Context: an optimization exercise on an open-source flow, tuned for small area, a short achievable clock period and few clock cycles. The choices shown serve that exercise and are no tape-out recipe. The RTL was checked by simulation tests, not by an equivalence proof against the original design.

===== flow/config.mk =====
export PLATFORM = sky130hd
export DESIGN_NAME = SM_2300_Task6_dijkstra
export DESIGN_NICKNAME = SM_2300_Task6_dijkstra
export VERILOG_FILES = /design/flow/design.v
export SDC_FILE = /design/flow/constraint.sdc
export NUM_CORES = 8
export LEC_CHECK = 0
export ABC_AREA = 1
export CAP_MARGIN = 20
export CORE_MARGIN = 2
export CORE_UTILIZATION = 40
export SLEW_MARGIN = 20
export SYNTH_MEMORY_MAX_BITS = 65536

===== flow/constraint.sdc =====
create_clock -name core_clock -period 80.0 [get_ports {clk_50M}]
set_input_delay 16.0000 -clock core_clock [delete_from_list [all_inputs] [get_ports {clk_50M}]]
set_output_delay 16.0000 -clock core_clock [all_outputs]
set_load 0.01 [all_outputs]

===== flow/design.v =====
module SM_2300_Task6_dijkstra(
  input clk_50M,
  input rst,
  input go,
  input [5:0] src,
  input [5:0] dst,
  input [209:0] weights,
  output ready,
  output reg out_valid,
  output reg [5:0] out_node,
  output reg out_last,
  output reg [10:0] path_cost
);
reg [209:0] wreg;
reg [5:0] srcr, dstr;
reg busy, seed;
reg rdy;            
reg [7:0] dreg [0:9];
reg [1:0] par [0:9];
assign ready = rdy;
function [8:0] relax;
  input [7:0] a;
  input [7:0] d;
  input [6:0] w;
  reg [8:0] s;
  reg c, b, wi;
  integer i;
  begin
    c = 1'b0;
    for (i = 0; i < 8; i = i + 1) begin
      wi = (i < 7) ? w[i] : 1'b0;
      s[i] = a[i] ^ wi ^ c;
      c = (a[i] & wi) | (a[i] & c) | (wi & c);
    end
    s[8] = c;
    b = 1'b0;
    for (i = 0; i < 8; i = i + 1)
      b = (~s[i] & d[i]) | (~s[i] & b) | (d[i] & b);
    b = b & ~s[8];
    relax = {b, b ? s[7:0] : d};
  end
endfunction
function [9:0] relax2;
  input [7:0] a1;
  input [6:0] w1;
  input [7:0] a2;
  input [6:0] w2;
  input [7:0] d;
  reg [8:0] s1, s2;
  reg c, b1, b2, le, wi, sel1, sel2;
  integer i;
  begin
    c = 1'b0;
    for (i = 0; i < 8; i = i + 1) begin
      wi = (i < 7) ? w1[i] : 1'b0;
      s1[i] = a1[i] ^ wi ^ c;
      c = (a1[i] & wi) | (a1[i] & c) | (wi & c);
    end
    s1[8] = c;
    c = 1'b0;
    for (i = 0; i < 8; i = i + 1) begin
      wi = (i < 7) ? w2[i] : 1'b0;
      s2[i] = a2[i] ^ wi ^ c;
      c = (a2[i] & wi) | (a2[i] & c) | (wi & c);
    end
    s2[8] = c;
    b1 = 1'b0;
    b2 = 1'b0;
    le = 1'b1;
    for (i = 0; i < 8; i = i + 1) begin
      b1 = (~s1[i] & d[i]) | (~s1[i] & b1) | (d[i] & b1);
      b2 = (~s2[i] & d[i]) | (~s2[i] & b2) | (d[i] & b2);
      le = (~s1[i] & s2[i]) | (~s1[i] & le) | (s2[i] & le);
    end
    b1 = b1 & ~s1[8];
    b2 = b2 & ~s2[8];
    le = (~s1[8] & s2[8]) | (~s1[8] & le) | (s2[8] & le);
    sel1 = b1 & le;
    sel2 = b2 & ~le;
    relax2 = {sel1, sel2, sel1 ? s1[7:0] : sel2 ? s2[7:0] : d};
  end
endfunction
wire [6:0] sw0 = wreg[4:0] + wreg[19:15];
wire [6:0] pre1 = {2'b00, wreg[4:0]};
wire [6:0] suf1 = {2'b00, wreg[19:15]};
wire [6:0] sw1 = {2'b00, wreg[99:95]};
wire [6:0] sw2 = {2'b00, wreg[184:180]};
wire [6:0] pre11 = {2'b00, wreg[54:50]};
wire [6:0] pre7 = wreg[54:50] + wreg[49:45];
wire [6:0] suf11 = wreg[49:45] + wreg[34:30];
wire [6:0] suf7 = {2'b00, wreg[34:30]};
wire [6:0] sw3 = pre7 + {2'b00, wreg[34:30]};
wire [6:0] sw4 = {2'b00, wreg[64:60]};
wire [6:0] sw5 = wreg[194:190] + wreg[189:185];
wire [6:0] pre35 = {2'b00, wreg[194:190]};
wire [6:0] suf35 = {2'b00, wreg[189:185]};
wire [6:0] sw6 = wreg[204:200] + wreg[164:160];
wire [6:0] pre30 = {2'b00, wreg[204:200]};
wire [6:0] suf30 = {2'b00, wreg[164:160]};
wire [6:0] sw7 = {2'b00, wreg[69:65]};
wire [6:0] sw8 = wreg[79:75] + wreg[89:85];
wire [6:0] pre26 = {2'b00, wreg[79:75]};
wire [6:0] suf26 = {2'b00, wreg[89:85]};
wire [6:0] sw9 = wreg[124:120] + wreg[154:150];
wire [6:0] pre18 = {2'b00, wreg[124:120]};
wire [6:0] suf18 = {2'b00, wreg[154:150]};
wire [6:0] sw10 = wreg[129:125] + wreg[139:135];
wire [6:0] pre15 = {2'b00, wreg[129:125]};
wire [6:0] suf15 = {2'b00, wreg[139:135]};
wire [6:0] pre21 = {2'b00, wreg[119:115]};
wire [6:0] pre23 = wreg[119:115] + wreg[109:105];
wire [6:0] suf21 = wreg[109:105] + wreg[94:90];
wire [6:0] suf23 = {2'b00, wreg[94:90]};
wire [6:0] sw11 = pre23 + {2'b00, wreg[94:90]};
wire [6:0] sw12 = {2'b00, wreg[144:140]};
wire [6:0] sw13 = {2'b00, wreg[159:155]};
wire [6:0] sw14 = wreg[169:165] + wreg[179:175];
wire [6:0] pre32 = {2'b00, wreg[169:165]};
wire [6:0] suf32 = {2'b00, wreg[179:175]};
wire xd0 = (dstr == 6'd0);
wire ys0 = (srcr == 6'd0);
wire xd1 = (dstr == 6'd1) | (dstr == 6'd2) | (dstr == 6'd3);
wire ys1 = (srcr == 6'd1) | (srcr == 6'd2) | (srcr == 6'd3);
wire xd4 = (dstr == 6'd4) | (dstr == 6'd5) | (dstr == 6'd6);
wire ys4 = (srcr == 6'd4) | (srcr == 6'd5) | (srcr == 6'd6);
wire xd7 = (dstr == 6'd7) | (dstr == 6'd8) | (dstr == 6'd9);
wire ys7 = (srcr == 6'd7) | (srcr == 6'd8) | (srcr == 6'd9);
wire xd11 = (dstr == 6'd11) | (dstr == 6'd10);
wire ys11 = (srcr == 6'd11) | (srcr == 6'd10);
wire xd12 = (dstr == 6'd12);
wire ys12 = (srcr == 6'd12);
wire xd13 = (dstr == 6'd13) | (dstr == 6'd28);
wire ys13 = (srcr == 6'd13) | (srcr == 6'd28);
wire xd14 = (dstr == 6'd14);
wire ys14 = (srcr == 6'd14);
wire xd15 = (dstr == 6'd15) | (dstr == 6'd20);
wire ys15 = (srcr == 6'd15) | (srcr == 6'd20);
wire xd16 = (dstr == 6'd16);
wire ys16 = (srcr == 6'd16);
wire xd17 = (dstr == 6'd17);
wire ys17 = (srcr == 6'd17);
wire xd18 = (dstr == 6'd18) | (dstr == 6'd19);
wire ys18 = (srcr == 6'd18) | (srcr == 6'd19);
wire xd21 = (dstr == 6'd21) | (dstr == 6'd22);
wire ys21 = (srcr == 6'd21) | (srcr == 6'd22);
wire xd23 = (dstr == 6'd23) | (dstr == 6'd24);
wire ys23 = (srcr == 6'd23) | (srcr == 6'd24);
wire xd25 = (dstr == 6'd25);
wire ys25 = (srcr == 6'd25);
wire xd26 = (dstr == 6'd26) | (dstr == 6'd27);
wire ys26 = (srcr == 6'd26) | (srcr == 6'd27);
wire xd29 = (dstr == 6'd29);
wire ys29 = (srcr == 6'd29);
wire xd30 = (dstr == 6'd30) | (dstr == 6'd31);
wire ys30 = (srcr == 6'd30) | (srcr == 6'd31);
wire xd32 = (dstr == 6'd32) | (dstr == 6'd33);
wire ys32 = (srcr == 6'd32) | (srcr == 6'd33);
wire xd35 = (dstr == 6'd35) | (dstr == 6'd34);
wire ys35 = (srcr == 6'd35) | (srcr == 6'd34);
wire xd36 = (dstr == 6'd36);
wire ys36 = (srcr == 6'd36);
wire same_core = (xd0 & ys0) | (xd1 & ys1) | (xd4 & ys4) | (xd7 & ys7) | (xd11 & ys11) | (xd12 & ys12) | (xd13 & ys13) | (xd14 & ys14) | (xd15 & ys15) | (xd16 & ys16) | (xd17 & ys17) | (xd18 & ys18) | (xd21 & ys21) | (xd23 & ys23) | (xd25 & ys25) | (xd26 & ys26) | (xd29 & ys29) | (xd30 & ys30) | (xd32 & ys32) | (xd35 & ys35) | (xd36 & ys36);
function [4:0] leafw;
  input [5:0] n;
  input [209:0] w;
  begin
    leafw = 5'd0;
    case (n)
      6'd2: leafw = w[9:5];
      6'd3: leafw = w[14:10];
      6'd5: leafw = w[24:20];
      6'd6: leafw = w[29:25];
      6'd8: leafw = w[39:35];
      6'd9: leafw = w[44:40];
      6'd10: leafw = w[59:55];
      6'd19: leafw = w[149:145];
      6'd20: leafw = w[134:130];
      6'd22: leafw = w[114:110];
      6'd24: leafw = w[104:100];
      6'd27: leafw = w[84:80];
      6'd28: leafw = w[74:70];
      6'd31: leafw = w[209:205];
      6'd33: leafw = w[174:170];
      6'd34: leafw = w[199:195];
      default: ;
    endcase
  end
endfunction
reg [4:0] offd, offs;
wire [7:0] init0 = xd0 ? 8'd0 : xd1 ? {1'b0, pre1} : 8'hff;
wire [1:0] ipar0 = xd1 ? 2'd0 : 2'd0;
wire [7:0] init1 = xd12 ? 8'd0 : xd30 ? {1'b0, pre30} : xd35 ? {1'b0, pre35} : xd7 ? {1'b0, pre7} : xd11 ? {1'b0, pre11} : 8'hff;
wire [1:0] ipar1 = xd30 ? 2'd3 : xd35 ? 2'd2 : xd7 ? 2'd0 : xd11 ? 2'd0 : 2'd0;
wire [7:0] init2 = xd13 ? 8'd0 : xd26 ? {1'b0, pre26} : 8'hff;
wire [1:0] ipar2 = xd26 ? 2'd2 : 2'd0;
wire [7:0] init3 = xd14 ? 8'd0 : xd15 ? {1'b0, pre15} : xd18 ? {1'b0, pre18} : 8'hff;
wire [1:0] ipar3 = xd15 ? 2'd2 : xd18 ? 2'd1 : 2'd0;
wire [7:0] init4 = xd16 ? 8'd0 : xd23 ? {1'b0, pre23} : xd21 ? {1'b0, pre21} : xd15 ? {1'b0, suf15} : 8'hff;
wire [1:0] ipar4 = xd23 ? 2'd1 : xd21 ? 2'd1 : xd15 ? 2'd0 : 2'd0;
wire [7:0] init5 = xd17 ? 8'd0 : xd18 ? {1'b0, suf18} : 8'hff;
wire [1:0] ipar5 = xd18 ? 2'd0 : 2'd0;
wire [7:0] init6 = xd25 ? 8'd0 : xd23 ? {1'b0, suf23} : xd21 ? {1'b0, suf21} : xd26 ? {1'b0, suf26} : 8'hff;
wire [1:0] ipar6 = xd23 ? 2'd2 : xd21 ? 2'd2 : xd26 ? 2'd1 : 2'd0;
wire [7:0] init7 = xd29 ? 8'd0 : xd32 ? {1'b0, pre32} : xd30 ? {1'b0, suf30} : 8'hff;
wire [1:0] ipar7 = xd32 ? 2'd2 : xd30 ? 2'd0 : 2'd0;
wire [7:0] init8 = xd36 ? 8'd0 : xd32 ? {1'b0, suf32} : xd35 ? {1'b0, suf35} : 8'hff;
wire [1:0] ipar8 = xd32 ? 2'd2 : xd35 ? 2'd1 : 2'd0;
wire [7:0] init9 = xd4 ? 8'd0 : xd7 ? {1'b0, suf7} : xd11 ? {1'b0, suf11} : xd1 ? {1'b0, suf1} : 8'hff;
wire [1:0] ipar9 = xd7 ? 2'd1 : xd11 ? 2'd1 : xd1 ? 2'd0 : 2'd0;
wire [7:0] d0_0 = seed ? init0 : dreg[0];
wire [1:0] p0_0 = seed ? ipar0 : par[0];
wire [7:0] d1_0 = seed ? init1 : dreg[1];
wire [1:0] p1_0 = seed ? ipar1 : par[1];
wire [7:0] d2_0 = seed ? init2 : dreg[2];
wire [1:0] p2_0 = seed ? ipar2 : par[2];
wire [7:0] d3_0 = seed ? init3 : dreg[3];
wire [1:0] p3_0 = seed ? ipar3 : par[3];
wire [7:0] d4_0 = seed ? init4 : dreg[4];
wire [1:0] p4_0 = seed ? ipar4 : par[4];
wire [7:0] d5_0 = seed ? init5 : dreg[5];
wire [1:0] p5_0 = seed ? ipar5 : par[5];
wire [7:0] d6_0 = seed ? init6 : dreg[6];
wire [1:0] p6_0 = seed ? ipar6 : par[6];
wire [7:0] d7_0 = seed ? init7 : dreg[7];
wire [1:0] p7_0 = seed ? ipar7 : par[7];
wire [7:0] d8_0 = seed ? init8 : dreg[8];
wire [1:0] p8_0 = seed ? ipar8 : par[8];
wire [7:0] d9_0 = seed ? init9 : dreg[9];
wire [1:0] p9_0 = seed ? ipar9 : par[9];
wire [8:0] r0_0 = relax(d9_0, d0_0, sw0);
wire u0_0 = r0_0[8];
wire [7:0] d0_1 = r0_0[7:0];
wire [1:0] p0_1 = u0_0 ? 2'd0 : p0_0;
wire [8:0] r0_4 = relax(d0_0, d9_0, sw0);
wire u0_4 = r0_4[8];
wire [7:0] d9_1 = r0_4[7:0];
wire [1:0] p9_1 = u0_4 ? 2'd0 : p9_0;
wire [8:0] r5_12 = relax(d8_0, d1_0, sw5);
wire u5_12 = r5_12[8];
wire [7:0] d1_1 = r5_12[7:0];
wire [1:0] p1_1 = u5_12 ? 2'd2 : p1_0;
wire [8:0] r5_36 = relax(d1_0, d8_0, sw5);
wire u5_36 = r5_36[8];
wire [7:0] d8_1 = r5_36[7:0];
wire [1:0] p8_1 = u5_36 ? 2'd1 : p8_0;
wire [8:0] r8_13 = relax(d6_0, d2_0, sw8);
wire u8_13 = r8_13[8];
wire [7:0] d2_1 = r8_13[7:0];
wire [1:0] p2_1 = u8_13 ? 2'd2 : p2_0;
wire [8:0] r8_25 = relax(d2_0, d6_0, sw8);
wire u8_25 = r8_25[8];
wire [7:0] d6_1 = r8_25[7:0];
wire [1:0] p6_1 = u8_25 ? 2'd1 : p6_0;
wire [8:0] r10_14 = relax(d4_0, d3_0, sw10);
wire u10_14 = r10_14[8];
wire [7:0] d3_1 = r10_14[7:0];
wire [1:0] p3_1 = u10_14 ? 2'd2 : p3_0;
wire [8:0] r10_16 = relax(d3_0, d4_0, sw10);
wire u10_16 = r10_16[8];
wire [7:0] d4_1 = r10_16[7:0];
wire [1:0] p4_1 = u10_16 ? 2'd0 : p4_0;
wire [8:0] r13_17 = relax(d7_0, d5_0, sw13);
wire u13_17 = r13_17[8];
wire [7:0] d5_1 = r13_17[7:0];
wire [1:0] p5_1 = u13_17 ? 2'd2 : p5_0;
wire [8:0] r13_29 = relax(d5_0, d7_0, sw13);
wire u13_29 = r13_29[8];
wire [7:0] d7_1 = r13_29[7:0];
wire [1:0] p7_1 = u13_29 ? 2'd1 : p7_0;
wire [8:0] r2_0 = relax(d8_1, d0_1, sw2);
wire u2_0 = r2_0[8];
wire [7:0] d0_2 = r2_0[7:0];
wire [1:0] p0_2 = u2_0 ? 2'd2 : p0_1;
wire [8:0] r2_36 = relax(d0_1, d8_1, sw2);
wire u2_36 = r2_36[8];
wire [7:0] d8_2 = r2_36[7:0];
wire [1:0] p8_2 = u2_36 ? 2'd0 : p8_1;
wire [9:0] q12 = relax2(d2_1, sw4, d7_1, sw6, d1_1);
wire [7:0] d1_2 = q12[7:0];
wire [1:0] p1_2 = q12[9] ? 2'd1 : q12[8] ? 2'd3 : p1_1;
wire [8:0] r4_13 = relax(d1_1, d2_1, sw4);
wire u4_13 = r4_13[8];
wire [7:0] d2_2 = r4_13[7:0];
wire [1:0] p2_2 = u4_13 ? 2'd0 : p2_1;
wire [8:0] r6_29 = relax(d1_1, d7_1, sw6);
wire u6_29 = r6_29[8];
wire [7:0] d7_2 = r6_29[7:0];
wire [1:0] p7_2 = u6_29 ? 2'd0 : p7_1;
wire [8:0] r9_14 = relax(d5_1, d3_1, sw9);
wire u9_14 = r9_14[8];
wire [7:0] d3_2 = r9_14[7:0];
wire [1:0] p3_2 = u9_14 ? 2'd1 : p3_1;
wire [8:0] r9_17 = relax(d3_1, d5_1, sw9);
wire u9_17 = r9_17[8];
wire [7:0] d5_2 = r9_17[7:0];
wire [1:0] p5_2 = u9_17 ? 2'd0 : p5_1;
wire [8:0] r11_16 = relax(d6_1, d4_1, sw11);
wire u11_16 = r11_16[8];
wire [7:0] d4_2 = r11_16[7:0];
wire [1:0] p4_2 = u11_16 ? 2'd1 : p4_1;
wire [8:0] r11_25 = relax(d4_1, d6_1, sw11);
wire u11_25 = r11_25[8];
wire [7:0] d6_2 = r11_25[7:0];
wire [1:0] p6_2 = u11_25 ? 2'd2 : p6_1;
wire [8:0] r1_0 = relax(d6_2, d0_2, sw1);
wire u1_0 = r1_0[8];
wire [7:0] d0_3 = r1_0[7:0];
wire [1:0] p0_3 = u1_0 ? 2'd1 : p0_2;
wire [8:0] r1_25 = relax(d0_2, d6_2, sw1);
wire u1_25 = r1_25[8];
wire [7:0] d6_3 = r1_25[7:0];
wire [1:0] p6_3 = u1_25 ? 2'd0 : p6_2;
wire [8:0] r3_12 = relax(d9_1, d1_2, sw3);
wire u3_12 = r3_12[8];
wire [7:0] d1_3 = r3_12[7:0];
wire [1:0] p1_3 = u3_12 ? 2'd0 : p1_2;
wire [8:0] r3_4 = relax(d1_2, d9_1, sw3);
wire u3_4 = r3_4[8];
wire [7:0] d9_2 = r3_4[7:0];
wire [1:0] p9_2 = u3_4 ? 2'd1 : p9_1;
wire [8:0] r7_13 = relax(d3_2, d2_2, sw7);
wire u7_13 = r7_13[8];
wire [7:0] d2_3 = r7_13[7:0];
wire [1:0] p2_3 = u7_13 ? 2'd1 : p2_2;
wire [8:0] r7_14 = relax(d2_2, d3_2, sw7);
wire u7_14 = r7_14[8];
wire [7:0] d3_3 = r7_14[7:0];
wire [1:0] p3_3 = u7_14 ? 2'd0 : p3_2;
wire [8:0] r12_16 = relax(d5_2, d4_2, sw12);
wire u12_16 = r12_16[8];
wire [7:0] d4_3 = r12_16[7:0];
wire [1:0] p4_3 = u12_16 ? 2'd2 : p4_2;
wire [8:0] r12_17 = relax(d4_2, d5_2, sw12);
wire u12_17 = r12_17[8];
wire [7:0] d5_3 = r12_17[7:0];
wire [1:0] p5_3 = u12_17 ? 2'd1 : p5_2;
wire [8:0] r14_29 = relax(d8_2, d7_2, sw14);
wire u14_29 = r14_29[8];
wire [7:0] d7_3 = r14_29[7:0];
wire [1:0] p7_3 = u14_29 ? 2'd2 : p7_2;
wire [8:0] r14_36 = relax(d7_2, d8_2, sw14);
wire u14_36 = r14_36[8];
wire [7:0] d8_3 = r14_36[7:0];
wire [1:0] p8_3 = u14_36 ? 2'd2 : p8_2;
wire [7:0] dn0 = d0_3;
wire [1:0] pn0 = p0_3;
wire ch0 = u0_0 | u2_0 | u1_0;
wire [7:0] dn1 = d1_3;
wire [1:0] pn1 = p1_3;
wire ch1 = u5_12 | q12[9] | q12[8] | u3_12;
wire [7:0] dn2 = d2_3;
wire [1:0] pn2 = p2_3;
wire ch2 = u8_13 | u4_13 | u7_13;
wire [7:0] dn3 = d3_3;
wire [1:0] pn3 = p3_3;
wire ch3 = u10_14 | u9_14 | u7_14;
wire [7:0] dn4 = d4_3;
wire [1:0] pn4 = p4_3;
wire ch4 = u10_16 | u11_16 | u12_16;
wire [7:0] dn5 = d5_3;
wire [1:0] pn5 = p5_3;
wire ch5 = u13_17 | u9_17 | u12_17;
wire [7:0] dn6 = d6_3;
wire [1:0] pn6 = p6_3;
wire ch6 = u8_25 | u11_25 | u1_25;
wire [7:0] dn7 = d7_3;
wire [1:0] pn7 = p7_3;
wire ch7 = u13_29 | u6_29 | u14_29;
wire [7:0] dn8 = d8_3;
wire [1:0] pn8 = p8_3;
wire ch8 = u5_36 | u2_36 | u14_36;
wire [7:0] dn9 = d9_2;
wire [1:0] pn9 = p9_2;
wire ch9 = u0_4 | u3_4;
reg [7:0] dl, dr;      
reg [6:0] wl, wr;      
reg [4:0] wm;          
reg yreal;
always @(*) begin
  dl = 8'hff; dr = 8'hff; wl = 7'd0; wr = 7'd0; wm = 5'd0; yreal = 1'b0;
  if (ys0) begin dl = d0_0; yreal = 1'b1; end
  if (ys12) begin dl = d1_0; yreal = 1'b1; end
  if (ys13) begin dl = d2_0; yreal = 1'b1; end
  if (ys14) begin dl = d3_0; yreal = 1'b1; end
  if (ys16) begin dl = d4_0; yreal = 1'b1; end
  if (ys17) begin dl = d5_0; yreal = 1'b1; end
  if (ys25) begin dl = d6_0; yreal = 1'b1; end
  if (ys29) begin dl = d7_0; yreal = 1'b1; end
  if (ys36) begin dl = d8_0; yreal = 1'b1; end
  if (ys4) begin dl = d9_0; yreal = 1'b1; end
  if (ys1) begin dl = d0_0; dr = d9_0; wl = pre1; wr = suf1; end
  if (ys11) begin dl = d1_0; dr = d9_0; wl = pre11; wr = suf11; wm = wreg[49:45]; end
  if (ys7) begin dl = d1_0; dr = d9_0; wl = pre7; wr = suf7; wm = wreg[49:45]; end
  if (ys35) begin dl = d1_0; dr = d8_0; wl = pre35; wr = suf35; end
  if (ys30) begin dl = d1_0; dr = d7_0; wl = pre30; wr = suf30; end
  if (ys26) begin dl = d2_0; dr = d6_0; wl = pre26; wr = suf26; end
  if (ys18) begin dl = d3_0; dr = d5_0; wl = pre18; wr = suf18; end
  if (ys15) begin dl = d3_0; dr = d4_0; wl = pre15; wr = suf15; end
  if (ys21) begin dl = d4_0; dr = d6_0; wl = pre21; wr = suf21; wm = wreg[109:105]; end
  if (ys23) begin dl = d4_0; dr = d6_0; wl = pre23; wr = suf23; wm = wreg[109:105]; end
  if (ys32) begin dl = d7_0; dr = d8_0; wl = pre32; wr = suf32; end
end
wire mate_a = (ys7 & xd11) | (ys23 & xd21);    
wire mate_b = (ys11 & xd7) | (ys21 & xd23);    
wire [8:0] cl = mate_a ? {4'd0, wm} : {1'b0, dl} + {2'd0, wl};
wire [8:0] cr = mate_b ? {4'd0, wm} : {1'b0, dr} + {2'd0, wr};
wire ydir = ~yreal & (cr < cl);           
wire [8:0] cy = same_core ? 9'd0 : ydir ? cr : cl;
wire blocked = (ch0 & (dn0[7:2] <= cy[8:2])) | (ch1 & (dn1[7:2] <= cy[8:2])) | (ch2 & (dn2[7:2] <= cy[8:2])) | (ch3 & (dn3[7:2] <= cy[8:2])) | (ch4 & (dn4[7:2] <= cy[8:2])) | (ch5 & (dn5[7:2] <= cy[8:2])) | (ch6 & (dn6[7:2] <= cy[8:2])) | (ch7 & (dn7[7:2] <= cy[8:2])) | (ch8 & (dn8[7:2] <= cy[8:2])) | (ch9 & (dn9[7:2] <= cy[8:2]));
wire found = busy & ~blocked;
wire [7:0] cost_now = (srcr == dstr) ? 8'd0 : cy[7:0] + {3'b000, offs} + {3'b000, offd};
function [5:0] coreof;    
  input [5:0] n;
  begin
    coreof = n;
    case (n)
      6'd2: coreof = 6'd1;
      6'd3: coreof = 6'd1;
      6'd5: coreof = 6'd4;
      6'd6: coreof = 6'd4;
      6'd8: coreof = 6'd7;
      6'd9: coreof = 6'd7;
      6'd10: coreof = 6'd11;
      6'd19: coreof = 6'd18;
      6'd20: coreof = 6'd15;
      6'd22: coreof = 6'd21;
      6'd24: coreof = 6'd23;
      6'd27: coreof = 6'd26;
      6'd28: coreof = 6'd13;
      6'd31: coreof = 6'd30;
      6'd33: coreof = 6'd32;
      6'd34: coreof = 6'd35;
      default: ;
    endcase
  end
endfunction
reg wact, wself, wdir, wpend;
reg [5:0] wcur, wdst;
reg [7:0] wcost;
reg [1:0] opar [0:9];
reg sact, sself, sdir, spend;
reg [5:0] scur, sdst;
reg [7:0] scost;
reg [1:0] spar [0:9];
wire dir_w = wpend ? ydir : wdir;
wire [7:0] cost_w = wpend ? cost_now : wcost;
reg [5:0] nxt;
reg ndir;
always @(*) begin
  nxt = wcur;
  ndir = dir_w;
  if (!wself) begin
    if (wcur == coreof(wdst)) nxt = wdst;    
    else case (wcur)
      6'd0: case (opar[0]) 2'd0: begin nxt = 6'd1; ndir = 1'b1; end 2'd1: nxt = 6'd25; 2'd2: nxt = 6'd36; default: ; endcase
      6'd12: case (opar[1]) 2'd0: begin nxt = 6'd11; ndir = 1'b1; end 2'd1: nxt = 6'd13; 2'd2: begin nxt = 6'd35; ndir = 1'b1; end 2'd3: begin nxt = 6'd30; ndir = 1'b1; end endcase
      6'd13: case (opar[2]) 2'd0: nxt = 6'd12; 2'd1: nxt = 6'd14; 2'd2: begin nxt = 6'd26; ndir = 1'b1; end default: ; endcase
      6'd14: case (opar[3]) 2'd0: nxt = 6'd13; 2'd1: begin nxt = 6'd18; ndir = 1'b1; end 2'd2: begin nxt = 6'd15; ndir = 1'b1; end default: ; endcase
      6'd16: case (opar[4]) 2'd0: begin nxt = 6'd15; ndir = 1'b0; end 2'd1: begin nxt = 6'd21; ndir = 1'b1; end 2'd2: nxt = 6'd17; default: ; endcase
      6'd17: case (opar[5]) 2'd0: begin nxt = 6'd18; ndir = 1'b0; end 2'd1: nxt = 6'd16; 2'd2: nxt = 6'd29; default: ; endcase
      6'd25: case (opar[6]) 2'd0: nxt = 6'd0; 2'd1: begin nxt = 6'd26; ndir = 1'b0; end 2'd2: begin nxt = 6'd23; ndir = 1'b0; end default: ; endcase
      6'd29: case (opar[7]) 2'd0: begin nxt = 6'd30; ndir = 1'b0; end 2'd1: nxt = 6'd17; 2'd2: begin nxt = 6'd32; ndir = 1'b1; end default: ; endcase
      6'd36: case (opar[8]) 2'd0: nxt = 6'd0; 2'd1: begin nxt = 6'd35; ndir = 1'b0; end 2'd2: begin nxt = 6'd32; ndir = 1'b0; end default: ; endcase
      6'd4: case (opar[9]) 2'd0: begin nxt = 6'd1; ndir = 1'b0; end 2'd1: begin nxt = 6'd7; ndir = 1'b0; end default: ; endcase
      6'd1: nxt = dir_w ? 6'd4 : 6'd0;
      6'd11: nxt = dir_w ? 6'd7 : 6'd12;
      6'd7: nxt = dir_w ? 6'd4 : 6'd11;
      6'd35: nxt = dir_w ? 6'd36 : 6'd12;
      6'd30: nxt = dir_w ? 6'd29 : 6'd12;
      6'd26: nxt = dir_w ? 6'd25 : 6'd13;
      6'd18: nxt = dir_w ? 6'd17 : 6'd14;
      6'd15: nxt = dir_w ? 6'd16 : 6'd14;
      6'd21: nxt = dir_w ? 6'd23 : 6'd16;
      6'd23: nxt = dir_w ? 6'd25 : 6'd21;
      6'd32: nxt = dir_w ? 6'd36 : 6'd29;
      default: ;
    endcase
  end
end
wire nlast = (nxt == wdst);
wire wfree = ~wact | nlast;             
wire handover = found & (~sact | wfree);
wire direct = handover & wfree & ~sact;   
wire to_slot = handover & ~direct;
wire move = wfree & sact;                
reg [5:0] ysn;
always @(*) begin
  ysn = 6'd0;
  if (ys0) ysn = 6'd0;
  if (ys1) ysn = 6'd1;
  if (ys4) ysn = 6'd4;
  if (ys7) ysn = 6'd7;
  if (ys11) ysn = 6'd11;
  if (ys12) ysn = 6'd12;
  if (ys13) ysn = 6'd13;
  if (ys14) ysn = 6'd14;
  if (ys15) ysn = 6'd15;
  if (ys16) ysn = 6'd16;
  if (ys17) ysn = 6'd17;
  if (ys18) ysn = 6'd18;
  if (ys21) ysn = 6'd21;
  if (ys23) ysn = 6'd23;
  if (ys25) ysn = 6'd25;
  if (ys26) ysn = 6'd26;
  if (ys29) ysn = 6'd29;
  if (ys30) ysn = 6'd30;
  if (ys32) ysn = 6'd32;
  if (ys35) ysn = 6'd35;
  if (ys36) ysn = 6'd36;
end
wire hself = (srcr == dstr) | (ysn != srcr);
wire [5:0] hcur = (srcr == dstr) ? dstr : ysn;
always @(posedge clk_50M) begin
  if (~busy) begin
    wreg <= weights;
    srcr <= src;
    dstr <= dst;
    offs <= leafw(src, weights);
    offd <= leafw(dst, weights);
  end
  seed <= 1'b0;
  dreg[0] <= dn0; par[0] <= pn0;
  dreg[1] <= dn1; par[1] <= pn1;
  dreg[2] <= dn2; par[2] <= pn2;
  dreg[3] <= dn3; par[3] <= pn3;
  dreg[4] <= dn4; par[4] <= pn4;
  dreg[5] <= dn5; par[5] <= pn5;
  dreg[6] <= dn6; par[6] <= pn6;
  dreg[7] <= dn7; par[7] <= pn7;
  dreg[8] <= dn8; par[8] <= pn8;
  dreg[9] <= dn9; par[9] <= pn9;
  out_valid <= wact;
  out_node <= nxt;
  out_last <= wact & nlast;
  path_cost <= {3'b000, cost_w};
  wcur <= nxt;
  wdir <= ndir;
  wcost <= cost_w;
  wself <= 1'b0;
  if (spend) begin
    scost <= cost_now;
    sdir <= ydir;
  end
  spend <= to_slot;
  if (wfree) begin
    opar[0] <= sact ? spar[0] : pn0;
    opar[1] <= sact ? spar[1] : pn1;
    opar[2] <= sact ? spar[2] : pn2;
    opar[3] <= sact ? spar[3] : pn3;
    opar[4] <= sact ? spar[4] : pn4;
    opar[5] <= sact ? spar[5] : pn5;
    opar[6] <= sact ? spar[6] : pn6;
    opar[7] <= sact ? spar[7] : pn7;
    opar[8] <= sact ? spar[8] : pn8;
    opar[9] <= sact ? spar[9] : pn9;
    wcur <= sact ? scur : hcur;
    wself <= sact ? sself : hself;
    wdst <= sact ? sdst : dstr;
  end
  if (move) begin
    wdir <= spend ? ydir : sdir;
    wcost <= spend ? cost_now : scost;
  end
  wpend <= direct;
  wact <= (wact & ~nlast) | move | direct;
  if (~sact | move) begin
    spar[0] <= pn0;
    spar[1] <= pn1;
    spar[2] <= pn2;
    spar[3] <= pn3;
    spar[4] <= pn4;
    spar[5] <= pn5;
    spar[6] <= pn6;
    spar[7] <= pn7;
    spar[8] <= pn8;
    spar[9] <= pn9;
    scur <= hcur;
    sself <= hself;
    sdst <= dstr;
  end
  sact <= to_slot | (sact & ~move);
  if (handover) begin
    busy <= 1'b0;
    rdy <= 1'b1;
  end
  if (~busy & go) begin
    busy <= 1'b1;
    rdy <= 1'b0;
    seed <= 1'b1;
  end
  if (rst) begin
    busy <= 1'b0;
    rdy <= 1'b1;
    seed <= 1'b0;
    wact <= 1'b0;
    sact <= 1'b0;
    wpend <= 1'b0;
    spend <= 1'b0;
    out_valid <= 1'b0;
    out_last <= 1'b0;
  end
end
endmodule

===== flow/flow/run.sh =====
#!/bin/bash
set -euo pipefail
bash standard.sh "BUFFER_PORTS_ARGS=-buffer_cell sky130_fd_sc_hd__buf_1" "CTS_ARGS=-sink_clustering_enable -repair_clock_nets -dont_use_dummy_load -buf_list sky130_fd_sc_hd__clkbuf_4 -root_buf sky130_fd_sc_hd__clkbuf_16" "SETUP_SLACK_MARGIN=63.3" finish > make_finish.log 2>&1

===== flow/standard.sh =====
#!/bin/bash
# synth_recipe.tcl (not shown) runs the flow's synth.tcl, then flattens the netlist and writes it again
# the make line also repeats each setting of config.mk as NAME=value (left out here)
make -C /OpenROAD-flow-scripts/flow DESIGN_CONFIG=/design/flow/config.mk WORK_HOME=/design/flow/orfs CLKGATE_MAP_FILE= SYNTH_SCRIPT=/design/flow/synth_recipe.tcl "${@:-finish}"

==> results of run 1 <==
==> worst min path at each step <==
stage | from | endpoint | slack [ns] | cells after the start
after floorplan | wcost[3] | path_cost[3] | 0.42 | 2
after global placement | scost[3] | scost[3] | 0.44 | 2
after detailed placement | scost[3] | scost[3] | 0.44 | 2
after CTS | scost[3] | scost[3] | 0.46 | 2
after global routing | scost[3] | scost[3] | 0.48 | 2
final | scost[3] | scost[3] | 0.46 | 2
==> sequential cells by signal, summed over array words and instances (netlist names), 8 cells and up <==
| register | count |
|---|---|
| spar | 20 |
| par | 20 |
| scost | 8 |
| wcost | 8 |
| path_cost | 8 |
| wreg | 130 |
| opar | 20 |
| dreg | 80 |
==> routing by layer <==
metal,GRT usage,share of wire,vias up,wire (µm)
met5,0,0.00017,-,25
met4,0.179,0.062,4,9380
met3,0.0647,0.085,386,12800
met2,0.505,0.43,1658,65400
met1,0.433,0.42,16800,63300
li1,-,-,17000,-
==> stage by stage <==
step	worst slack, ns	hold slack [ns]	instance area (µm²)	util
final	62.93	0.456	39400	0.452
after global routing	62.90	0.484	39400	0.452
after CTS	62.90	0.458	39100	0.449
after detailed placement	61.85	0.442	37600	0.431
after global placement	61.86	0.440	37600	0.431
after floorplan	62.74	0.421	35500	-
==> area by class of cell <==
type	count	share of cell area
Multi-Input combinational cell	3521	0.565
Sequential cell	359	0.236
Inverter	977	0.0941
Timing Repair Buffer	325	0.0442
Tap cell	1155	0.0367
Clock buffer	102	0.0234
Antenna cell	6	0.000381
==> kinds of logic after synthesis <==
logic type / after synthesis
muxes: 1
buffers and inverters: 1077
DFF: 359
other: 1
adders and majority gates: 427
AOI/OAI and AO/OA: 997
xor gates and xnor gates: 52
and+or+nand+nor: 2041
==> layout by cell type, fill, tap and decap left out, types with 13 or more instances in the layout <==
| master | synthesis | layout |
|---|---|---|
| a21o_1 | 13 | 13 |
| a21oi_1 | 187 | 185 |
| a221oi_1 | 38 | 33 |
| a22oi_1 | 13 | 13 |
| a31oi_1 | 32 | 32 |
| buf_1 | 2 | 212 |
| buf_4 | 13 | 74 |
| buf_6 | 13 | 21 |
| clkbuf_4 | 0 | 94 |
| dfxtp_1 | 148 | 142 |
| edfxtp_1 | 211 | 211 |
| fa_1 | 163 | 163 |
| ha_1 | 264 | 264 |
| inv_1 | 931 | 915 |
| inv_2 | 37 | 47 |
| nand2_1 | 1259 | 1244 |
| nand2_2 | 52 | 61 |
| nand3_1 | 291 | 280 |
| nand4_1 | 35 | 35 |
| nor2_1 | 265 | 244 |
| nor2_2 | 8 | 21 |
| nor3_1 | 36 | 33 |
| nor4_1 | 17 | 15 |
| o2111ai_1 | 14 | 13 |
| o211ai_1 | 32 | 32 |
| o21ai_0 | 305 | 302 |
| o21ai_1 | 77 | 78 |
| o21ai_2 | 24 | 26 |
| o221ai_1 | 41 | 41 |
| o22ai_1 | 128 | 117 |
| or2_2 | 22 | 22 |
| xnor2_1 | 17 | 17 |
| xor2_1 | 35 | 35 |
==> repair_timing <==
item / CTS / global route
hold buffers: 0 / 0
hold endpoints to repair: 0 / 0
gates cloned: 0 / 0
pin swaps: 32 / 24
setup endpoints to repair: 27 / 33
gates resized for setup: 122 / 43
buffers inserted: 25 / 16
==> run summary, run 1 <==
RSZ-0062 raised after global routing=true; Worst Setup EP=path_cost[0]; simple-gate share of the synthesized area=0.245; final setup vio count=0; wire per inst=23.4 µm; Remaining Overflow, GRT=0; Die Span X=301 µm; slowest stage cell, crit path=dfxtp_1; Via Count=between 30000 and 40000; maximum clock rate=58.6 MHz; synth top area cells=edfxtp_1 (18%), nand2_1 (13%), inv_1 (9.9%); Ports=between 200 and 250; Crit Path Category=reg2out; Seq cells post-synth=about 360; fin crit share=0.213; GRT Util Overall=0.328; CP Cell Sequence=buf_2; die area=90600 µm²; CTS tree=yes; Clock Tree Buf Depth=3; Crit. Startpoint=path_cost[0]; most frequent cell after synthesis=nand2_1; delay-heaviest family, CP=flip-flops; DRT Wirelength=about 150000 µm; Clock Latency Late Sink=0.63 ns; Clock Pin Slew Worst Setup and Hold Paths=approximately 0.060 ns; Slew Limit Fails=0; startpoint class of the critical path=register; Setup crit end kind=output port; placed insts=6295; slew margin rel.=0.184; multi-input logic area=approximately 22000 µm²; non-filler cells, final=~6400; Hold Fails Final Rpt=0; post-DP HPWL=approximately 120000 µm; sequential cell area=between 9000 and 10000 µm²; Post-Synth Adder-Cell Area=0.186; top cells by count, synth=nand2_1 (1259), inv_1 (931), o21ai_0 (305), nand3_1 (291), nor2_1 (265); Synth top area share=0.180; vias in the first global route=34000; Unique masters post-synth=72; Synth area leader=edfxtp_1; Post-Syn Instances=roughly 5000; worst reg2reg path endpoint=busy; nets=a little under 6000; Compound-Gate Fraction of Synth Area=0.173; ys async rst share=0; Min Clock Period, post-route=approximately 17 ns; fillcell total=about 9100; Synth Flop Type=edfxtp_1; layout cells sized above 1=0.0929; port buffer count=about 240; core area=roughly 87000 µm²; Post-Syn Area=approximately 35000 µm²; First DRT Iteration DRCs=roughly 3600; status=finished clean; Core Rows=108; Crit path arrival time=~1.1 ns; Die Ht=between 300 and 400 µm; Post-route DRC=0; first-pass GRT wire length=roughly 220000 µm; iteration count of the initial detailed-routing pass=6; largest family of logic cells by synthesized area=simple AND/OR/NAND/NOR gates; largest net degree at the start of global routing=90; clock skew after layout=~0.065 ns; Initial Util=0.405; Final ANT Viol Nets=0; GP Congestion=about 1.1; via/cell ratio=5.56; number of cells on the critical path=1; root buf cell=clkbuf_16; Worst Path Buf+Inv=1; mux contribution to synthesized area=0.000284; slowest stage delay, CP=about 0.31 ns; post-synthesis xor/xnor area fraction=0.0129; reg-to-reg startpoint=dstr[4]; Worst Tran Pin Value=1.21 ns; H-tree depth=3; warnings from Yosys=5; Layout area overhead=11.7%; setup slack, reg-to-reg=64.04 ns; crit-path max FO=1; Avg Inst Size Synth=7.12 µm²; HP Class=reg2reg; WP data required=~64 ns; FF-to-FF path depth=76; CTS sink cnt=around 360; number of synthesized flops with an enable pin=between 200 and 250; antenna violations before repair=9; setup TNS=0 ns; clock buffer count from CTS=102; Max-Cap Viols=0; post-synthesis sequential area ratio=0.263
Testbench counts, summed over its fixed seeds: cycles 867.
==> run 2: changes to the inputs <==
==> flow/flow/run.sh (replaced) <==
#!/bin/bash
# Layout flow: the standard layout (standard.sh, every step as the standard flow runs it)
# with two changes to how the layout is built:
#  - the port buffers that buffer_ports adds during placement are sky130_fd_sc_hd__buf_1
#    cells instead of the larger delay-buffer cell it picks by itself (every port still
#    gets its buffer);
#  - clock tree synthesis uses clkbuf_4 cells below a clkbuf_16 root and no dummy loads.
# make's full output goes to make_finish.log in this folder; the ORFS step logs stay under
# orfs/logs/.
set -euo pipefail
bash standard.sh \
  "BUFFER_PORTS_ARGS=-buffer_cell sky130_fd_sc_hd__buf_1" \
  "CTS_ARGS=-sink_clustering_enable -repair_clock_nets -dont_use_dummy_load -buf_list sky130_fd_sc_hd__clkbuf_4 -root_buf sky130_fd_sc_hd__clkbuf_16" \
  finish > make_finish.log 2>&1
==> run 2 against run 1 <==
- still clean
- critical path depth rose by 8
- die area unchanged
- global-route usage shrank 0.60 points
- routed wire length down 1.9%
- flip-flop and latch count stayed put
- cell count decreased by 0.65%
- clock skew grew 0.0083 ns
- non-clock buffer count shrank 40
- fmax is 3.4% lower
- synthesized cell count is the same
- critical endpoint is now offs[0]
- largest cell class unchanged
==> run summary, run 2 <==
Slew Limit Fails=0 (unchanged); final setup vio count=0 (unchanged); synth top area cells=edfxtp_1 (18%), nand2_1 (13%), inv_1 (9.9%) (unchanged); core area=87200 µm² (unchanged); RSZ-0062 raised after global routing=false (was true); iteration count of the initial detailed-routing pass=8 (was 6); Post-Syn Area=35300 µm² (unchanged); GRT Util Overall=0.322 (was 0.328); reg-to-reg startpoint=dstr[0] (was dstr[4]); Reg with most FFs=wreg (unchanged); GP Congestion=1.07 (was 1.05); vias in the first global route=33600 (was 34000); Synth Flop Type=edfxtp_1 (unchanged); Final ANT Viol Nets=0 (unchanged); CTS tree=yes (unchanged); Post-route DRC=0 (unchanged); Avg Inst Size Synth=7.12 µm² (unchanged); Die Span X=301 µm (unchanged); via/cell ratio=5.59 (was 5.56); maximum clock rate=56.6 MHz (was 58.6 MHz); Via Count=35800 (was 35900); nets=5897 (was 5938); First DRT Iteration DRCs=3743 (was 3551); Die Ht=301 µm (unchanged); Layout area overhead=8.74% (was 11.7%); Unique masters post-synth=72 (unchanged); Crit. Startpoint=src[2] (was path_cost[0]); HP Class=reg2reg (unchanged); Remaining Overflow, GRT=0 (unchanged); clock skew after layout=0.0736 ns (was 0.0654 ns); Ports=245 (unchanged); top cells by count, synth=nand2_1 (1259), inv_1 (931), o21ai_0 (305), nand3_1 (291), nor2_1 (265) (unchanged); fillcell total=9185 (was 9121); Synth top area share=0.180 (unchanged); ys async rst share=0 (unchanged); DRT Wirelength=148000 µm (was 151000 µm); commonest non-fill, non-tap cells in the layout=nand2_1 (1259), inv_1 (930), o21ai_0 (305), nand3_1 (291), nor2_1 (265) (was nand2_1 (1244), inv_1 (915), o21ai_0 (302), nand3_1 (280), ha_1 (264)); port buffer count=241 (unchanged); Worst Setup EP=offs[0] (was path_cost[0]); Setup crit end kind=register (was output port); Clock Tree Buf Depth=3 (unchanged); first-pass GRT wire length=214000 µm (was 218000 µm); layout cells sized above 1=0.0616 (was 0.0929); H-tree depth=3 (unchanged); Clock Pin Slew Worst Setup and Hold Paths=0.06 ns (about the same); Initial Util=0.405 (unchanged); status=finished clean (unchanged); CTS sink cnt=359 (unchanged); Clock Latency Late Sink=0.63 ns (about the same); FF-to-FF path depth=75 (was 76); WP data required=80.44 ns (was 64.00 ns); commonest non-fill, non-tap cell in the layout=nand2_1 (unchanged); worst hold slack=0.444 ns (was 0.456 ns); post-DP HPWL=122000 µm (was 124000 µm); post-synthesis sequential area ratio=0.263 (unchanged); warnings from Yosys=5 (unchanged); clock buffer count from CTS=101 (was 102); crit-path max FO=12 (was 1); Worst Tran Pin Value=1.35 ns (was 1.21 ns); setup TNS=0 ns (unchanged); fin crit share=0.221 (was 0.213); number of synthesized flops with an enable pin=211 (unchanged); slew margin rel.=0.0985 (was 0.184); antenna violations before repair=10 (was 9); HP Start=scur[1] (was scost[3]); Post-Syn Instances=4955 (unchanged); biggest regs=wreg x130, dreg x80 (unchanged); most frequent cell after synthesis=nand2_1 (unchanged); Core Rows=108 (unchanged); Hold Fails Final Rpt=0 (unchanged); die area=90600 µm² (unchanged); cell depth of the worst hold path=2 (unchanged); largest net degree at the start of global routing=65 (was 90); max FFs per register=130 (unchanged); Synth area leader=edfxtp_1 (unchanged); hold_buf cts=0 (unchanged); Crit Path Category=in2reg (was reg2out); Max-Cap Viols=0 (unchanged); Crit path arrival time=18.11 ns (was 1.07 ns); Post-Place Cell Area=37500 µm² (was 37600 µm²); worst reg2reg path endpoint=busy (unchanged); wire per inst=23.1 µm (was 23.4 µm); # resized after CTS=0 (was 122); Post-CTS Setup Bufs=0 (was 25); setup slack, reg-to-reg=63.88 ns (was 64.04 ns); Seq cells post-synth=359 (unchanged); Min Clock Period, post-route=17.67 ns (was 17.07 ns); cell area after layout=38400 µm² (was 39400 µm²); root buf cell=clkbuf_16 (unchanged); startpoint class of the critical path=input port (was register)
[run 2: logic make-up (layout without fill, tap and decap cells)]
family          Yosys count  in the layout  share of synthesized area
simple gates           2041           2041                      0.245
buf+inv                1077           1363                      0.119
compound gates          997            997                      0.173
fa+ha+maj               427            427                      0.186
flops                   359            359                      0.263
xor+xnor                 52             52                     0.0129
other cells               1              8                   0.000106
mux                       1              1                   0.000284
[run 2: cell type report]
cell class	instances	area, µm²	area share
Tap cell	1155	1450	0.0377
Clock buffer	101	916	0.0239
Sequential cell	359	9300	0.242
Timing Repair Buffer	285	1230	0.0322
Multi-Input combinational cell	3521	21800	0.568
Antenna cell	5	12.5	0.000326
Inverter	977	3670	0.0957
[run 2: worst min-delay path by stage]
stage	to	slack [ns]
after CTS	wcur[1]	0.43
after detailed placement	path_cost[3]	0.44
after global routing	par[9][1]	0.48
after global placement	path_cost[3]	0.44
final	wcur[1]	0.44
after floorplan	path_cost[3]	0.42
[run 2: per-stage QoR]
step | cells | util | worst slack [ns]
after floorplan | 4957 | - | 62.57
after detailed placement | 6297 | 0.430 | 61.81
after global routing | 6401 | 0.440 | 62.15
after global placement | 6297 | 0.430 | 61.77
final | 6403 | 0.440 | 62.33
after CTS | 6398 | 0.440 | 62.42
[run 2: routing by layer]
layer  vias up  global-route usage  share of wire
met3       396              0.0702          0.096
li1      16900                   -              -
met2      1786               0.493           0.43
met5         -                   0              0
met1     16700               0.423           0.41
met4         0               0.176          0.062
[run 2: worst max-delay path, cell delays in order]
cell and delay (ns):
buf_1 0.21, inv_1 0.09, nor2_1 0.69, nand3_1 0.40, o22ai_1 0.26, a21oi_1 0.07
nand4_1 0.18, a311oi_1 0.07, nand3_1 0.14
==> run 3: changes to the inputs <==
==> flow/flow/run.sh (replaced) <==
#!/bin/bash
set -euo pipefail
bash standard.sh "BUFFER_PORTS_ARGS=-buffer_cell sky130_fd_sc_hd__buf_1" "CTS_ARGS=-sink_clustering_enable -repair_clock_nets -dont_use_dummy_load -buf_list sky130_fd_sc_hd__clkbuf_4 -root_buf sky130_fd_sc_hd__clkbuf_16" "SETUP_SLACK_MARGIN=62.9" "PRE_FLOORPLAN_TCL=$PWD/flow/restructure.tcl" finish > make_finish.log 2>&1
==> flow/flow/restructure.tcl (new file) <==
# Area-oriented resynthesis of the combinational logic with OpenROAD's restructure (ABC),
# run at the start of the floorplan step through ORFS's PRE_FLOORPLAN_TCL hook. Registers
# are not touched. ABC maps onto a copy of the platform's liberty file without the cells
# the platform marks don't-use.
set src_lib [lindex $::env(LIB_FILES) 0]
set lib_ok $::env(RESULTS_DIR)/restructure_cells.lib
set patterns {}
foreach c $::env(DONT_USE_CELLS) { lappend patterns $c }
set in [open $src_lib r]
set out [open $lib_ok w]
set skip 0
set depth 0
while {[gets $in line] >= 0} {
  if {!$skip && [regexp {^\s*cell\s*\(\s*"?([A-Za-z0-9_]+)"?\s*\)} $line -> name]} {
    foreach p $patterns {
      if {[string match $p $name]} { set skip 1; set depth 0; break }
    }
  }
  if {$skip} {
    incr depth [regexp -all {\{} $line]
    incr depth [expr {-[regexp -all {\}} $line]}]
    if {$depth <= 0 && [regexp {\}} $line]} { set skip 0 }
    continue
  }
  puts $out $line
}
close $in
close $out
set_dont_use $::env(DONT_USE_CELLS)
file mkdir $::env(RESULTS_DIR)/rmp
restructure -target area -liberty_file $lib_ok \
  -tielo_port sky130_fd_sc_hd__conb_1/LO -tiehi_port sky130_fd_sc_hd__conb_1/HI \
  -work_dir $::env(RESULTS_DIR)/rmp -abc_logfile $::env(LOG_DIR)/restructure_abc.log
==> run 3 against run 2 <==
- the run now fails in 2_1_floorplan
- area after synthesis fell by 16%
- synthesized cell count fell by 18%
==> run summary, run 3 <==
Die Ht=276 µm (was 301 µm); first error=[ERROR EST-0104] inconsistent parasitics state; Stop stage=2_1_floorplan; Post-Syn Instances=4085 (was 4955); Die Span X=276 µm (was 301 µm); Core Rows=99 (was 108); Post-Syn Area=29500 µm² (was 35300 µm²); Avg Inst Size Synth=7.23 µm² (was 7.12 µm²); Initial Util=0.404 (was 0.405); status=aborted with a tool error (was finished clean); warnings from Yosys=5 (unchanged)
==> run 4: changes to the inputs <==
==> flow/flow/run.sh (replaced) <==
#!/bin/bash
set -euo pipefail
bash standard.sh "BUFFER_PORTS_ARGS=-buffer_cell sky130_fd_sc_hd__buf_1" "CTS_ARGS=-sink_clustering_enable -repair_clock_nets -dont_use_dummy_load -buf_list sky130_fd_sc_hd__clkbuf_4 -root_buf sky130_fd_sc_hd__clkbuf_16" "SETUP_SLACK_MARGIN=62.9" "POST_FLOORPLAN_TCL=$PWD/flow/restructure.tcl" finish > make_finish.log 2>&1
--- a/flow/flow/restructure.tcl
+++ b/flow/flow/restructure.tcl
@@ -1,5 +1,5 @@
 # Area-oriented resynthesis of the combinational logic with OpenROAD's restructure (ABC),
-# run at the start of the floorplan step through ORFS's PRE_FLOORPLAN_TCL hook. Registers
+# run at the end of the floorplan step through ORFS's POST_FLOORPLAN_TCL hook. Registers
 # are not touched. ABC maps onto a copy of the platform's liberty file without the cells
 # the platform marks don't-use.
 set src_lib [lindex $::env(LIB_FILES) 0]
--- a/flow/config.mk
+++ b/flow/config.mk
@@ -8,6 +8,6 @@
 export ABC_AREA = 1
 export CAP_MARGIN = 20
 export CORE_MARGIN = 2
-export CORE_UTILIZATION = 40
+export CORE_UTILIZATION = 48
 export SLEW_MARGIN = 20
 export SYNTH_MEMORY_MAX_BITS = 65536
==> run 4 against run 3 <==
- now clean on timing, DRC and antenna
- synthesized cell count rose by 21%
- area after synthesis rose by 20%
==> run summary, run 4 <==
HP Class=reg2reg; Final ANT Viol Nets=0; fin crit share=0.215; slowest stage delay, CP=approximately 0.38 ns; startpoint class of the critical path=input port; Ports=about 250; Synth area leader=edfxtp_1; post-synthesis sequential area ratio=0.263; port buffer count=about 240; most frequent cell after synthesis=nand2_1; HP Start=scur[5]; CTS sink cnt=around 360; CP Cell Sequence=buf_8 -> clkinv_4 -> or2_4 -> buf_6 -> or3_4 -> nor2_2 -> a22o_1 -> a221oi_1 -> nand4_1; setup slack, reg-to-reg=around 64 ns; Slew Limit Fails=0; Post-route DRC=0; Remaining Overflow, GRT=0; synth top area cells=edfxtp_1 (18%), nand2_1 (13%), inv_1 (9.9%); final setup vio count=0; final core occ=0.466; Worst Tran Pin Value=roughly 1.3 ns; via/cell ratio=about 6.6; max FFs per register=between 100 and 150; crit-path max FO=5; Via Count=approximately 36000; Max-Cap Viols=0; Crit Path Category=in2reg; fillcell total=7549; delay-heaviest family, CP=simple AND/OR/NAND/NOR gates; die area=75700 µm²; commonest non-fill, non-tap cells in the layout=clkinv_1 (658), nor2_1 (525), o22ai_1 (494), o21ai_0 (388), nand2_1 (325); Clock Pin Slew Worst Setup and Hold Paths=approximately 0.070 ns; clock buffer count from CTS=101; wire per inst=about 28 µm; nets=roughly 4700; biggest regs=wreg x130, dreg x80; First DRT Iteration DRCs=5239; Die Ht=275 µm (was 276 µm); Worst Path Buf+Inv=3; root buf cell=clkbuf_16; DRT Wirelength=roughly 150000 µm; layout cells sized above 1=0.0702; ys async rst share=0; setup TNS=0 ns; Seq cells post-synth=about 360; placed insts=approximately 5400; slew margin rel.=0.138; Die Span X=275 µm (was 276 µm); Post-Syn Area=35300 µm² (was 29500 µm²); antenna violations before repair=5; clock skew after layout=0.0812 ns; Min Clock Period, post-route=between 15 and 20 ns; Avg Inst Size Synth=7.12 µm² (was 7.23 µm²); maximum clock rate=58.2 MHz; Post-Syn Instances=4955 (was 4085); top cells by count, synth=nand2_1 (1259), inv_1 (931), o21ai_0 (305), nand3_1 (291), nor2_1 (265); sequential cell area=9300 µm²; commonest non-fill, non-tap cell in the layout=clkinv_1; post-DP HPWL=around 120000 µm; Setup crit end kind=register; Synth Flop Type=edfxtp_1; Layout area overhead=-3.80%; number of synthesized flops with an enable pin=211; Crit. Startpoint=dst[4]; non-filler cells, final=5479; Unique masters post-synth=72; Core Rows=99 (unchanged); H-tree depth=3; reg-to-reg startpoint=dstr[4]; first-pass GRT wire length=~210000 µm; Hold Fails Final Rpt=0; Clock Latency Late Sink=around 0.6 ns; warnings from Yosys=5 (unchanged); WP data required=80.44 ns; vias in the first global route=~32000; slowest stage cell, crit path=nor2_2; GP Congestion=approximately 1.1; Synth top area share=0.180; iteration count of the initial detailed-routing pass=8; Crit path arrival time=17.62 ns; Reg with most FFs=wreg; RSZ-0062 raised after global routing=true; status=finished clean (was aborted with a tool error); Clock Tree Buf Depth=3; multi-input logic area=approximately 18000 µm²; Initial Util=0.485 (was 0.404); core area=roughly 73000 µm²; GRT Util Overall=0.386; largest net degree at the start of global routing=63; CTS tree=yes
run 4: repair_timing:
item,in CTS,in global routing
endpoints found under the setup margin,12,23
pin swaps,12,14
hold buffers,0,0
cloned,0,0
resized for setup,81,77
buffers inserted,11,9
run 4: cell type report:
class,instances,share of cell area
well taps,959,0.0353
inverters,675,0.0761
repair buffers,350,0.0538
clock buffers,101,0.0270
flip-flops and latches,359,0.274
multi-input cells,3033,0.534
diodes,2,0.000147
run 4: logic make-up after synthesis:
kind of cell | Yosys count | share of synthesized area
AOI/OAI and AO/OA | 997 | 0.173
xor gates and xnor gates | 52 | 0.0129
adders and majority gates | 427 | 0.186
buffers and inverters | 1077 | 0.119
DFF | 359 | 0.263
muxes | 1 | 0.000284
other | 1 | 0.000106
and+or+nand+nor | 2041 | 0.245
run 4: worst reg2reg max path, delay by kind of cell, from the launching register on:
family / cells / cell delay, ns
compound gates: 41 / 9.97
flops: 1 / 0.52
buf+inv: 8 / 2.53
simple gates: 17 / 3.10
run 4: per-stage QoR:
step           hold slack (ns)  worst slack, ns  cell area [µm²]
2_1_floorplan            0.421            62.74            35400
3_3_place_gp             0.432            61.41            32300
3_5_place_dp             0.436            61.43            32300
4_1_cts                  0.429            62.84            33600
5_1_grt                  0.450            62.78            34000
6_report                 0.426            62.81            34000
run 4: metal layers:
metal / GRT usage / wire [µm] / vias to the layer above / part of all wire
met5: 0 / 0 / - / 0
met4: 0.202 / 8730 / 0 / 0.058
met3: 0.108 / 17400 / 427 / 0.11
met2: 0.561 / 62500 / 2197 / 0.41
met1: 0.517 / 63000 / 16900 / 0.42
li1: - / - / 16600 / -
run 4: path summary, 6_finish.rpt:
| path | cells past startpoint | end |
|---|---|---|
| max | 9 | offd[1] |
| min | 2 | wcur[5] |
| max reg2reg | 66 | sact |
| min reg2reg | 2 | wcur[5] |
==> run 5: changes to the inputs <==
==> flow/flow/run.sh (replaced) <==
#!/bin/bash
# Layout flow: the standard layout (standard.sh: the standard synthesis and every ORFS
# step), with these changes to how the layout is built:
#  - at the end of the floorplan step, restructure.tcl re-maps the combinational logic for
#    area with OpenROAD's restructure command (registers untouched);
#  - the timing repairs aim at a 17.1 ns period (setup margin 62.9 ns on the 80 ns clock);
#    the constraints themselves are unchanged;
#  - the port buffers that buffer_ports adds are sky130_fd_sc_hd__buf_1 cells instead of
#    the delay-buffer cell it picks by itself (every port still gets its buffer);
#  - clock tree synthesis uses clkbuf_4 cells below a clkbuf_16 root and no dummy loads.
# make's full output goes to make_finish.log in this folder; the ORFS step logs stay under
# orfs/logs/.
set -euo pipefail
bash standard.sh \
  "BUFFER_PORTS_ARGS=-buffer_cell sky130_fd_sc_hd__buf_1" \
  "CTS_ARGS=-sink_clustering_enable -repair_clock_nets -dont_use_dummy_load -buf_list sky130_fd_sc_hd__clkbuf_4 -root_buf sky130_fd_sc_hd__clkbuf_16" \
  "SETUP_SLACK_MARGIN=62.9" \
  "POST_FLOORPLAN_TCL=$PWD/flow/restructure.tcl" \
  finish > make_finish.log 2>&1
==> run 5 against run 4 <==
- still clean on timing, DRC and antenna
- register-to-register slack barely moved
- first-iteration DRC count is the same
- utilization is the same
- flip-flop and latch count stayed put
- routed wire length is the same
- global-route usage did not move
- non-clock buffer count stayed put
- worst hold slack unchanged
- fmax unchanged
==> run summary, run 5 <==
CP Cell Sequence=buf_8 -> clkinv_4 -> or2_4 -> buf_6 -> or3_4 -> nor2_2 -> a22o_1 -> a221oi_1 -> nand4_1 (unchanged); Unique masters post-synth=72 (unchanged); Hold Fails Final Rpt=0 (unchanged); Final ANT Viol Nets=0 (unchanged); via/cell ratio=6.59 (unchanged); Remaining Overflow, GRT=0 (unchanged); commonest non-fill, non-tap cell in the layout=clkinv_1 (unchanged); Layout area overhead=-3.80% (unchanged); placed insts=5356 (unchanged); Seq cells post-synth=359 (unchanged); non-filler cells, final=5479 (unchanged); startpoint class of the critical path=input port (unchanged); warnings from Yosys=5 (unchanged); Initial Util=0.485 (unchanged); Slew Limit Fails=0 (unchanged); H-tree depth=3 (unchanged); setup ws final=62.81 ns (unchanged); final core occ=0.466 (unchanged); max FFs per register=130 (unchanged); core area=72800 µm² (unchanged); die area=75700 µm² (unchanged); First DRT Iteration DRCs=5239 (unchanged); hold_buf cts=0 (unchanged); Avg Inst Size Synth=7.12 µm² (unchanged); Clock Latency Late Sink=0.60 ns (about the same); slew margin rel.=0.138 (unchanged); GP Congestion=1.08 (unchanged); Post-Syn Instances=4955 (unchanged); Reg with most FFs=wreg (unchanged); top cells by count, synth=nand2_1 (1259), inv_1 (931), o21ai_0 (305), nand3_1 (291), nor2_1 (265) (unchanged); Clock Tree Buf Depth=3 (unchanged); Post-route DRC=0 (unchanged); ys async rst share=0 (unchanged); GRT Util Overall=0.386 (unchanged); Crit. Startpoint=dst[4] (unchanged); Crit Path Category=in2reg (unchanged); Die Span X=275 µm (unchanged); clock skew after layout=0.0812 ns (unchanged); Core Rows=99 (unchanged); vias in the first global route=31900 (unchanged); setup slack, reg-to-reg=63.83 ns (about the same); slowest stage cell, crit path=nor2_2 (unchanged); most frequent cell after synthesis=nand2_1 (unchanged); CTS sink cnt=359 (unchanged); biggest regs=wreg x130, dreg x80 (unchanged); commonest non-fill, non-tap cells in the layout=clkinv_1 (658), nor2_1 (525), o22ai_1 (494), o21ai_0 (388), nand2_1 (325) (unchanged); iteration count of the initial detailed-routing pass=8 (unchanged); Max-Cap Viols=0 (unchanged); reg-to-reg startpoint=dstr[4] (unchanged); cell area after layout=34000 µm² (unchanged); status=finished clean (unchanged); WP data required=80.44 ns (about the same); synth top area cells=edfxtp_1 (18%), nand2_1 (13%), inv_1 (9.9%) (unchanged); DRT Wirelength=152000 µm (unchanged); RSZ-0062 raised after global routing=true (unchanged); layout cells sized above 1=0.0702 (unchanged); FF-to-FF path depth=66 (unchanged); final setup vio count=0 (unchanged); worst reg2reg path endpoint=sact (unchanged); wire per inst=27.7 µm (unchanged); Worst Tran Pin Value=1.28 ns (unchanged); post-DP HPWL=123000 µm (unchanged); fillcell total=7549 (unchanged); Post-Place Cell Area=32300 µm² (unchanged); clock buffer count from CTS=101 (unchanged); largest net degree at the start of global routing=63 (unchanged); nets=4745 (unchanged); Ports=245 (unchanged); Min Clock Period, post-route=17.19 ns (unchanged); Clock Pin Slew Worst Setup and Hold Paths=0.07 ns (about the same); setup TNS=0 ns (unchanged); HP Class=reg2reg (unchanged); CTS tree=yes (unchanged); multi-input logic area=18100 µm² (unchanged); fin crit share=0.215 (unchanged); worst hold slack=0.426 ns (unchanged); antenna violations before repair=5 (unchanged); Crit path arrival time=17.62 ns (about the same); Synth Flop Type=edfxtp_1 (unchanged); maximum clock rate=58.2 MHz (unchanged); Die Ht=275 µm (unchanged); post-synthesis sequential area ratio=0.263 (unchanged); sequential cell area=9300 µm² (unchanged); number of synthesized flops with an enable pin=211 (unchanged); Worst Setup EP=offd[1] (unchanged); root buf cell=clkbuf_16 (unchanged); port buffer count=241 (unchanged); Via Count=36100 (unchanged); Synth top area share=0.180 (unchanged); crit-path max FO=5 (unchanged); worst slack, placed=61.43 ns (unchanged); first-pass GRT wire length=214000 µm (unchanged); Synth area leader=edfxtp_1 (unchanged); Setup crit end kind=register (unchanged); slowest stage delay, CP=0.38 ns (about the same); Post-Syn Area=35300 µm² (unchanged)
[run 5: cell counts in the layout (fill, tap and decap cells not counted)]
No cell type changed its count.
[run 5: logic make-up after synthesis]
family | count (synthesis) | synth area share
AOI/OAI and AO/OA | 997 | 0.173
xor gates and xnor gates | 52 | 0.0129
adders and majority gates | 427 | 0.186
buffers and inverters | 1077 | 0.119
DFF | 359 | 0.263
muxes | 1 | 0.000284
other | 1 | 0.000106
and+or+nand+nor | 2041 | 0.245
[run 5: critical path: cells and delay by family]
kind | cells | cell delay, ns
AOI/OAI and AO/OA | 2 | 0.28
buffers and inverters | 3 | 0.24
and+or+nand+nor | 4 | 1.09
[run 5: cell type report]
type / count / share of cell area
antenna: 2 / 0.000147
sequential: 359 / 0.274
multi-input combinational: 3033 / 0.534
timing repair buffer: 350 / 0.0538
inverter: 675 / 0.0761
tap: 959 / 0.0353
clock buffer: 101 / 0.0270
[run 5: how the worst min path moves through the flow]
stage / slack (ns) / start / depth (start not counted) / to
after floorplan: 0.42 / wcost[3] / 2 / path_cost[3]
after global placement: 0.43 / scur[1] / 2 / wcur[1]
after detailed placement: 0.44 / scur[2] / 2 / wcur[2]
after CTS: 0.43 / scur[2] / 2 / wcur[2]
after global routing: 0.45 / scur[2] / 2 / wcur[2]
final: 0.43 / scur[5] / 2 / wcur[5]
[run 5: per-layer routing]
layer  global-route usage  up-vias  part of all wire
li1                     -    16600                 -
met1                0.517    16900              0.42
met2                0.561     2197              0.41
met3                0.108      427              0.11
met4                0.202        0             0.058
met5                    0        -                 0
[run 5: what timing repair did]
item / 4_1_cts / 5_1_grt
resized for setup: 81 / 77
endpoints found under the hold margin: 0 / 0
endpoints found under the setup margin: 12 / 23
setup buffers: 11 / 9
pin swaps: 12 / 14

-- static timing again, ports no longer ideal --
How much do the figures lean on ideal ports? The routed layouts below were timed once more, with nothing changed but the port constraints.
Step 1 (the two cells are an assumption about what drives the block):
set clk [get_ports {clk_50M}]
set_driving_cell -lib_cell sky130_fd_sc_hd__clkbuf_16 $clk
set_driving_cell -lib_cell sky130_fd_sc_hd__buf_2 [delete_from_list [all_inputs] $clk]
Step 2, shift: input delay + t, output delay - t, t = (earliest + latest rising clock arrival at the registers) / 2. This alone moves slack from input paths to output paths.
Three values: ideal ports, drivers, drivers and shift; two values: the first two.
| run | t, ns | setup WS [ns] | latest minus earliest clock arrival (ns) | slew at the worst register clock pin (ns) | worst data-port slew with drivers (ns) |
|---|---|---|---|---|---|
| run 1 | 0.668 | 62.929 / 62.855 / 62.335 | 0.065 / 0.065 | 0.07 / 0.07 | 0.09 |
| run 2 | 0.668 | 62.328 / 62.352 / 61.684 | 0.073 / 0.074 | 0.07 / 0.07 | 0.10 |
| run 4 | 0.629 | 62.814 / 62.819 / 62.190 | 0.086 / 0.086 | 0.07 / 0.07 | 0.13 |
| run 5 | 0.629 | 62.814 / 62.819 / 62.190 | 0.086 / 0.086 | 0.07 / 0.07 | 0.13 |
After both steps every run listed still meets setup and hold. For run 2, which loses most, drivers alone change the setup slack by +0.024 ns; drivers and shift together by -0.644 ns.
